From an optimization exercise on the open Yosys and OpenROAD flow, aimed at small area and a short achievable clock period; shortcuts taken in it are not production practice. At most, simulation tests tie the RTL to the original design; equivalence was not proved.

==> run a: inputs <==
==> flow/design.v (excerpt) <==
module pbit_lattice (
    input  wire        clk,
    input  wire        rst,         
    input  wire        run,         
    input  wire [31:0] seed_mix,    
    input  wire        cfg_we,      
    input  wire [6:0]  cfg_addr,    
    input  wire [5:0]  cfg_wdata,   
    output wire [26:0] s            
);
==> flow/config.mk <==
export PLATFORM = sky130hd
export DESIGN_NAME = pbit_lattice
export DESIGN_NICKNAME = pbit_lattice
export VERILOG_FILES = /design/flow/design.v
export SDC_FILE = /design/flow/constraint.sdc
export NUM_CORES = 4
export LEC_CHECK = 0
export CAP_MARGIN = 20
export CORE_MARGIN = 2
export CORE_UTILIZATION = 55
export CTS_CLUSTER_DIAMETER = 100
export CTS_CLUSTER_SIZE = 30
export SETUP_SLACK_MARGIN = 5
export SLEW_MARGIN = 20
export SYNTH_HIERARCHICAL = 1
export SYNTH_MINIMUM_KEEP_SIZE = 0
==> flow/constraint.sdc <==
create_clock -name core_clock -period 10.0 [get_ports {clk}]
set_input_delay 2.0000 -clock core_clock [delete_from_list [all_inputs] [get_ports {clk}]]
set_output_delay 2.0000 -clock core_clock [all_outputs]
set_load 0.01 [all_outputs]
run.sh (not shown) runs the stock make flow with config.mk's settings and CLKGATE_MAP_FILE= SYNTH_SCRIPT=/design/flow/synth_recipe.tcl, a recipe that flattens the netlist after the stock synthesis.
==> run b (differences from run a) <==
--- a/flow/design.v
+++ b/flow/design.v
@@ -6,18 +6,18 @@
 endpackage : PSL_pkg
 `timescale 1ns / 1ps
 module lfsr_bit_n (rst, q, c, d);
 input rst, q, c;
 output d;
 assign d = ~((rst | q) & c);
 endmodule
-module lfsr_bit_p (nrst, q, b, d);
-input nrst, q, b;
+module lfsr_bit_p (rst, q, c, d);
+input rst, q, c;
 output d;
-assign d = (nrst & q) | b;
+assign d = (rst | q) & c;
 endmodule
 module wbit_n (ld, ldn, w, q, d);
 input ld, ldn, w, q;
 output d;
 assign d = ~((ld | q) & (ldn | w));
 endmodule
 module wbit_p (ld, ldn, w, q, d);
@@ -189,18 +189,16 @@
 assign ce0[26] = lsel[26] ^ rn[26];
 assign cg0[27] = lsel[27] & rn[27];
 assign ce0[27] = lsel[27] ^ rn[27];
 assign cg0[28] = lsel[28] & rn[28];
 assign ce0[28] = lsel[28] ^ rn[28];
 assign cg0[29] = lsel[29] & rn[29];
 assign ce0[29] = lsel[29] ^ rn[29];
-assign cg0[30] = lsel[30] & rn[30];
-assign ce0[30] = lsel[30] ^ rn[30];
-assign cg0[31] = lsel[31] & rn[31];
-assign ce0[31] = lsel[31] ^ rn[31];
+assign cg0[31:30] = 2'b00;
+assign ce0[31:30] = 2'b11;
 wire c1_0g, c1_0e;
 assign c1_0g = ~(cg0[1] | (ce0[1] & cg0[0]));
 assign c1_0e = ~(ce0[1] & ce0[0]);
 wire c1_1g, c1_1e;
 assign c1_1g = ~(cg0[3] | (ce0[3] & cg0[2]));
 assign c1_1e = ~(ce0[3] & ce0[2]);
 wire c1_2g, c1_2e;
@@ -334,20 +332,21 @@
 module hadd (a, b, s, co);
 input a, b;
 output s, co;
 assign s = a ^ b;
 assign co = a & b;
 endmodule
 `timescale 1ns / 1ps
-module pbit (s_in, h_n, J_n, rn, s_new);
+module pbit (s_in, h_n, J_n, rn, en, keep, sq, d0, d1, d2);
 input  [5:0]  s_in;
 input  [5:0]  h_n;
 input  [35:0] J_n;
 input  [31:0] rn;     
-output        s_new;
+input         en, keep, sq;
+output        d0, d1, d2;
 wire [4:0] base;
 wire [5:0] p31;
 wire hk, le, lt, tinf;
 LUT_bias l_i (.rn(rn), .base(base), .p31(p31), .hk(hk), .le(le), .lt(lt), .tinf(tinf));
 wire c1n = ~(hk & le);
 wire th_c2 = hk & lt;
 wire co1, co2, co3;
@@ -469,15 +468,19 @@
 fadd fa39 (.a(fc25), .b(fs32), .c(fc31), .s(fs39), .co(fc39));
 assign ra = {1'b0, fc39, fc38, fc37, fc36, fc35, fc34, hc33, hs33};
 assign rb = {1'b0, fc32, fs39, fs38, fs37, fs36, fs35, fs34, fs15};
 wire [4:0] nbase = ~base;
 geq_t g1 (.a(ra[7:0]), .b(rb[7:0]), .k(nbase), .cin(c1n), .co(co1));
 geq_n g2 (.a(ra[7:0]), .b(rb[7:0]), .k(p31), .cin(th_c2), .co(co2));
 geq_z g3 (.a(ra[7:0]), .b(rb[7:0]), .cin(1'b0), .co(co3));
-assign s_new = (~tinf & co1) | (co2 & ~co3);
+wire s_new = (~tinf & co1) | (co2 & ~co3);
+wire d = (en & s_new) | (keep & sq);
+assign d0 = d;
+assign d1 = d;
+assign d2 = d;
 endmodule
 module geq_t (a, b, k, cin, co);
 input [7:0] a, b;
 input [4:0] k;
 input cin;
 output co;
 wire [7:0] s, c;
@@ -493,15 +496,15 @@
 assign c[4] = (a[4] & b[4]) | (a[4] & k[4]) | (b[4] & k[4]);
 assign s[5] = a[5] ^ b[5];
 assign c[5] = a[5] & b[5];
 assign s[6] = a[6] ^ b[6];
 assign c[6] = a[6] & b[6];
 assign s[7] = a[7] ^ b[7];
 assign c[7] = a[7] & b[7];
-wire [7:0] y = {c[6:0], cin};
+wire [7:0] y = {c[6:0], 1'b0};
 wire [7:0] g0 = s & y;
 wire [7:0] p0 = s | y;
 wire gg1 = g0[1] | (p0[1] & g0[0]);
 wire pp1 = p0[1] & p0[0];
 wire gg2 = g0[3] | (p0[3] & g0[2]);
 wire pp2 = p0[3] & p0[2];
 wire gg3 = g0[5] | (p0[5] & g0[4]);
@@ -510,15 +513,15 @@
 wire pp4 = p0[7] & p0[6];
 wire gg5 = gg2 | (pp2 & gg1);
 wire pp5 = pp2 & pp1;
 wire gg6 = gg4 | (pp4 & gg3);
 wire pp6 = pp4 & pp3;
 wire gg7 = gg6 | (pp6 & gg5);
 wire pp7 = pp6 & pp5;
-assign co = c[7] | gg7;
+assign co = c[7] | gg7 | (pp7 & cin);
 endmodule
 module geq_n (a, b, k, cin, co);
 input [7:0] a, b;
 input [5:0] k;
 input cin;
 output co;
 wire [7:0] s, c;
@@ -534,15 +537,15 @@
 assign c[4] = (a[4] & b[4]) | (a[4] & k[4]) | (b[4] & k[4]);
 assign s[5] = a[5] ^ b[5] ^ k[5];
 assign c[5] = (a[5] & b[5]) | (a[5] & k[5]) | (b[5] & k[5]);
 assign s[6] = a[6] ^ b[6];
 assign c[6] = a[6] & b[6];
 assign s[7] = a[7] ^ b[7];
 assign c[7] = a[7] & b[7];
-wire [7:0] y = {c[6:0], cin};
+wire [7:0] y = {c[6:0], 1'b0};
 wire [7:0] g0 = s & y;
 wire [7:0] p0 = s | y;
 wire gg1 = g0[1] | (p0[1] & g0[0]);
 wire pp1 = p0[1] & p0[0];
 wire gg2 = g0[3] | (p0[3] & g0[2]);
 wire pp2 = p0[3] & p0[2];
 wire gg3 = g0[5] | (p0[5] & g0[4]);
@@ -551,15 +554,15 @@
 wire pp4 = p0[7] & p0[6];
 wire gg5 = gg2 | (pp2 & gg1);
 wire pp5 = pp2 & pp1;
 wire gg6 = gg4 | (pp4 & gg3);
 wire pp6 = pp4 & pp3;
 wire gg7 = gg6 | (pp6 & gg5);
 wire pp7 = pp6 & pp5;
-assign co = c[7] | gg7;
+assign co = c[7] | gg7 | (pp7 & cin);
 endmodule
 module geq_z (a, b, cin, co);
 input [7:0] a, b;
 input cin;
 output co;
 wire [7:0] s, c;
 assign s[0] = a[0] ^ b[0];
@@ -574,15 +577,15 @@
 assign c[4] = a[4] & b[4];
 assign s[5] = ~(a[5] ^ b[5]);
 assign c[5] = a[5] | b[5];
 assign s[6] = a[6] ^ b[6];
 assign c[6] = a[6] & b[6];
 assign s[7] = a[7] ^ b[7];
 assign c[7] = a[7] & b[7];
-wire [7:0] y = {c[6:0], cin};
+wire [7:0] y = {c[6:0], 1'b0};
 wire [7:0] g0 = s & y;
 wire [7:0] p0 = s | y;
 wire gg1 = g0[1] | (p0[1] & g0[0]);
 wire pp1 = p0[1] & p0[0];
 wire gg2 = g0[3] | (p0[3] & g0[2]);
 wire pp2 = p0[3] & p0[2];
 wire gg3 = g0[5] | (p0[5] & g0[4]);
@@ -591,15 +594,15 @@
 wire pp4 = p0[7] & p0[6];
 wire gg5 = gg2 | (pp2 & gg1);
 wire pp5 = pp2 & pp1;
 wire gg6 = gg4 | (pp4 & gg3);
 wire pp6 = pp4 & pp3;
 wire gg7 = gg6 | (pp6 & gg5);
 wire pp7 = pp6 & pp5;
-assign co = c[7] | gg7;
+assign co = c[7] | gg7 | (pp7 & cin);
 endmodule
 `timescale 1ns / 1ps
 import PSL_pkg :: *;
 module pbit_lattice (
     input  wire        clk,
     input  wire        rst,         
     input  wire        run,         
@@ -644,48 +647,47 @@
 always @(posedge clk) begin
     if (rst) ph <= 3'b001;
     else ph <= {ph[1:0], ph[2]};
 end
 reg [j_bit_width-1:0]   Js [0:3*N-1];    
 reg [h_bit_width-1:0]   hs [0:N-1];
 reg [RNG_bit_width-1:0] rs [0:N-1];
-reg [N-1:0]             ss;
+reg [N-1:0]             ss0, ss1, ss2;
 wire [4*N-1:0] dec;
 genvar a;
 generate
 for (a = 0; a < 4*N; a = a + 1) begin : gdec
     assign dec[a] = cfg_we && (cfg_addr == a);
 end
 endgenerate
 wire [5:0] wd0 = rst ? 6'd0 : cfg_wdata;
 wire [5:0] wd1 = ~wd0;
-wire nrst = ~rst;
-wire [31:0] rmix1 = {32{rst}} & seed_mix;
-wire [31:0] rmix0 = {32{rst}} & ~seed_mix;
-wire [31:0] rmixn1 = ~rmix1;    
-wire [31:0] rmixn0 = ~rmix0;    
+wire [31:0] rmixn1 = ~({32{rst}} & seed_mix);    
+wire [31:0] rmixn0 = ~({32{rst}} & ~seed_mix);   
+wire s_en   = run & ~rst;
+wire s_keep = ~run & ~rst;
 genvar x, y, z, d, b;
 generate
 for (z = 0; z < L; z = z + 1) begin : gz
   for (y = 0; y < L; y = y + 1) begin : gy
     localparam integer UA  = (L - (y+z)%L) % L;
     localparam integer A   = UA + L*y + L*L*z;
     localparam integer XP  = (UA+1)%L + L*y + L*L*z;
     localparam integer XM  = (UA+L-1)%L + L*y + L*L*z;
     localparam integer YP  = UA + L*((y+1)%L) + L*L*z;
     localparam integer YM  = UA + L*((y+L-1)%L) + L*L*z;
     localparam integer ZP  = UA + L*y + L*L*((z+1)%L);
     localparam integer ZM  = UA + L*y + L*L*((z+L-1)%L);
-    wire s_new;
+    wire s_d0, s_d1, s_d2;     
     wire [RNG_bit_width-1:0] r_next;
     pbit unit (
-        .s_in({ss[ZM], ss[ZP], ss[YM], ss[YP], ss[XM], ss[XP]}),
+        .s_in({ss2[ZM], ss2[ZP], ss1[YM], ss1[YP], ss0[XM], ss0[XP]}),
         .h_n(hs[A]),
         .J_n({Js[3*ZM+2], Js[3*A+2], Js[3*YM+1], Js[3*A+1], Js[3*XM+0], Js[3*A+0]}),
-        .rn(rs[A]), .s_new(s_new));
+        .rn(rs[A]), .en(s_en), .keep(s_keep), .sq(ss0[A]), .d0(s_d0), .d1(s_d1), .d2(s_d2));
     wire [RNG_bit_width-1:0] r_a = ~rs[A];
     assign r_next = {r_a[RNG_bit_width-2:0], ~(r_a[31] ^ r_a[21] ^ r_a[1] ^ r_a[0])};
     for (x = 0; x < L; x = x + 1) begin : gu
       localparam integer U   = x;
       localparam integer S   = U + L*y + L*L*z;
       localparam integer SRC = (U+1)%L + L*y + L*L*z;
       localparam integer X0  = (U+1)%L, X1 = (U+2)%L, X2 = U;
@@ -699,22 +701,32 @@
       localparam [RNG_bit_width-1:0] SEED = SEEDS[S*RNG_bit_width +: RNG_bit_width];
       wire [RNG_bit_width-1:0] rq = (SRC == A) ? (r_next ^ {RNG_bit_width{LPSRC}}) : rs[SRC];
       wire [RNG_bit_width-1:0] rd;
       for (b = 0; b < RNG_bit_width; b = b + 1) begin : gb
         if (LINV) begin : n
           lfsr_bit_n g (.rst(rst), .q(rq[b]), .c((SEED[b] ^ LPOL) ? rmixn0[b] : rmixn1[b]), .d(rd[b]));
         end else begin : p
-          lfsr_bit_p g (.nrst(nrst), .q(rq[b]), .b((SEED[b] ^ LPOL) ? rmix0[b] : rmix1[b]), .d(rd[b]));
+          lfsr_bit_p g (.rst(rst), .q(rq[b]), .c((SEED[b] ^ LPOL) ? rmixn1[b] : rmixn0[b]), .d(rd[b]));
         end
       end
       always @(posedge clk) rs[S] <= rd;
-      always @(posedge clk) begin
-          if (rst) ss[S] <= 1'b0;
-          else if (SRC == A) ss[S] <= run ? s_new : ss[SRC];
-          else ss[S] <= ss[SRC];
+      if (SRC == A) begin : sa
+        always @(posedge clk) begin
+          ss0[S] <= s_d0;
+          ss1[S] <= s_d1;
+          ss2[S] <= s_d2;
+        end
+      end else if (S == A) begin : sc
+        always @(posedge clk) ss0[S] <= rst ? 1'b0 : ss0[SRC];
+      end else begin : sb
+        always @(posedge clk) begin
+          ss0[S] <= rst ? 1'b0 : ss0[SRC];
+          ss1[S] <= rst ? 1'b0 : ss1[SRC];
+          ss2[S] <= rst ? 1'b0 : ss2[SRC];
+        end
       end
       wire hld = rst | (ph[0] & dec[3*N+I0]) | (ph[1] & dec[3*N+I1]) | (ph[2] & dec[3*N+I2]);
       wire [h_bit_width-1:0] hd;
       for (b = 0; b < h_bit_width; b = b + 1) begin : ghb
         if (INV) begin : n
           wbit_n g (.ld(hld), .ldn(~hld), .w(POL ? wd0[b] : wd1[b]), .q(hs[SRC][b]), .d(hd[b]));
         end else begin : p
@@ -733,13 +745,13 @@
           end
         end
         always @(posedge clk) Js[3*S+d] <= jd;
       end
       localparam integer Q0 = x + L*y + L*L*z;
       localparam integer Q1 = (x+L-1)%L + L*y + L*L*z;
       localparam integer Q2 = (x+L-2)%L + L*y + L*L*z;
-      assign s[S] = (ph[0] & ss[Q0]) | (ph[1] & ss[Q1]) | (ph[2] & ss[Q2]);
+      assign s[S] = (ph[0] & ss0[Q0]) | (ph[1] & ss0[Q1]) | (ph[2] & ss0[Q2]);
     end
   end
 end
 endgenerate
 endmodule
==> flow/config.mk (replaced) <==
export PLATFORM = sky130hd
export DESIGN_NAME = pbit_lattice
export DESIGN_NICKNAME = pbit_lattice
export VERILOG_FILES = /design/flow/design.v
export SDC_FILE = /design/flow/constraint.sdc
export NUM_CORES = 4
export LEC_CHECK = 0
export CAP_MARGIN = 20
export CORE_MARGIN = 2
export CORE_UTILIZATION = 55
export CTS_CLUSTER_DIAMETER = 80
export CTS_CLUSTER_SIZE = 24
export SETUP_SLACK_MARGIN = 5
export SLEW_MARGIN = 20
export SYNTH_HIERARCHICAL = 1
export SYNTH_MINIMUM_KEEP_SIZE = 0
==> out/qor.txt <==
status = timing/DRC/antenna clean
most used cell, CP = fa_1
min Tclk post-route = 4.92 ns
count of non-CTS inverters in the layout = 445
pre-CTS setup slack = 4.60 ns
Synth Area in Adders = 0.168
Synth Area in Compound Gates = 0.236
DR WL met2 = 134000 um
Slew @ Worst Pin = 1.25 ns
worst reg2reg path endpoint = ss[10]
crit path DAT = 5.60 ns
multi-input combinational area share = 0.546
final worst slack = 5.08 ns
share of cells above drive strength 1 = 0.0598
Mapped Cells = 8235
multi-input gates = 6006
register area share after synthesis = 0.385
CP Launch Type = flip-flop
[end of results for run a]
==> out/qor.txt <==
pre-CTS setup slack = 4.16 ns
Area Overhead vs Synth = 7.46%
Mapped Cells = 8257
count of non-CTS inverters in the layout = 548
worst reg2reg path endpoint = ss1[18]
multi-input gates = 5930
final worst slack = 4.98 ns
Synth Area in Compound Gates = 0.236
CP Launch Type = input pin
Synth Area in Adders = 0.166
min Tclk post-route = 5.02 ns
status = timing/DRC/antenna clean
register area share after synthesis = 0.392
Slew @ Worst Pin = 1.30 ns
share of cells above drive strength 1 = 0.0798
multi-input combinational area share = 0.534
crit path DAT = 5.62 ns
DR WL met2 = 125000 um
[end of results for run b]
No functional check of the RTL was part of run a.

## re-timing with driven ports
How much do the figures lean on ideal ports? The routed layouts below were timed once more, with nothing changed but the port constraints.
Step 1 assumes that a clkbuf_16 drives the clock port and a buf_2 every other input.
Step 2 adds t to the input delays and takes it off the output delays; t is the mean of the earliest and latest rising clock arrival at the registers after step 1. Input paths then give back, and output paths get back, about the clock's delay inside the block.
Three values: ideal ports, drivers, drivers and shift; two values: the first two.
run | t (ns) | setup slack, ns | latest minus earliest clock arrival (ns)
run a | 0.818 | 5.081 / 5.081 / 4.481 | 0.053 / 0.053
run b | 0.817 | 4.985 / 4.991 / 4.229 | 0.059 / 0.059
After both steps every run listed still meets setup and hold. The setup slack of run b, which loses most, moves by +0.006 ns with the drivers and by -0.756 ns with both steps.
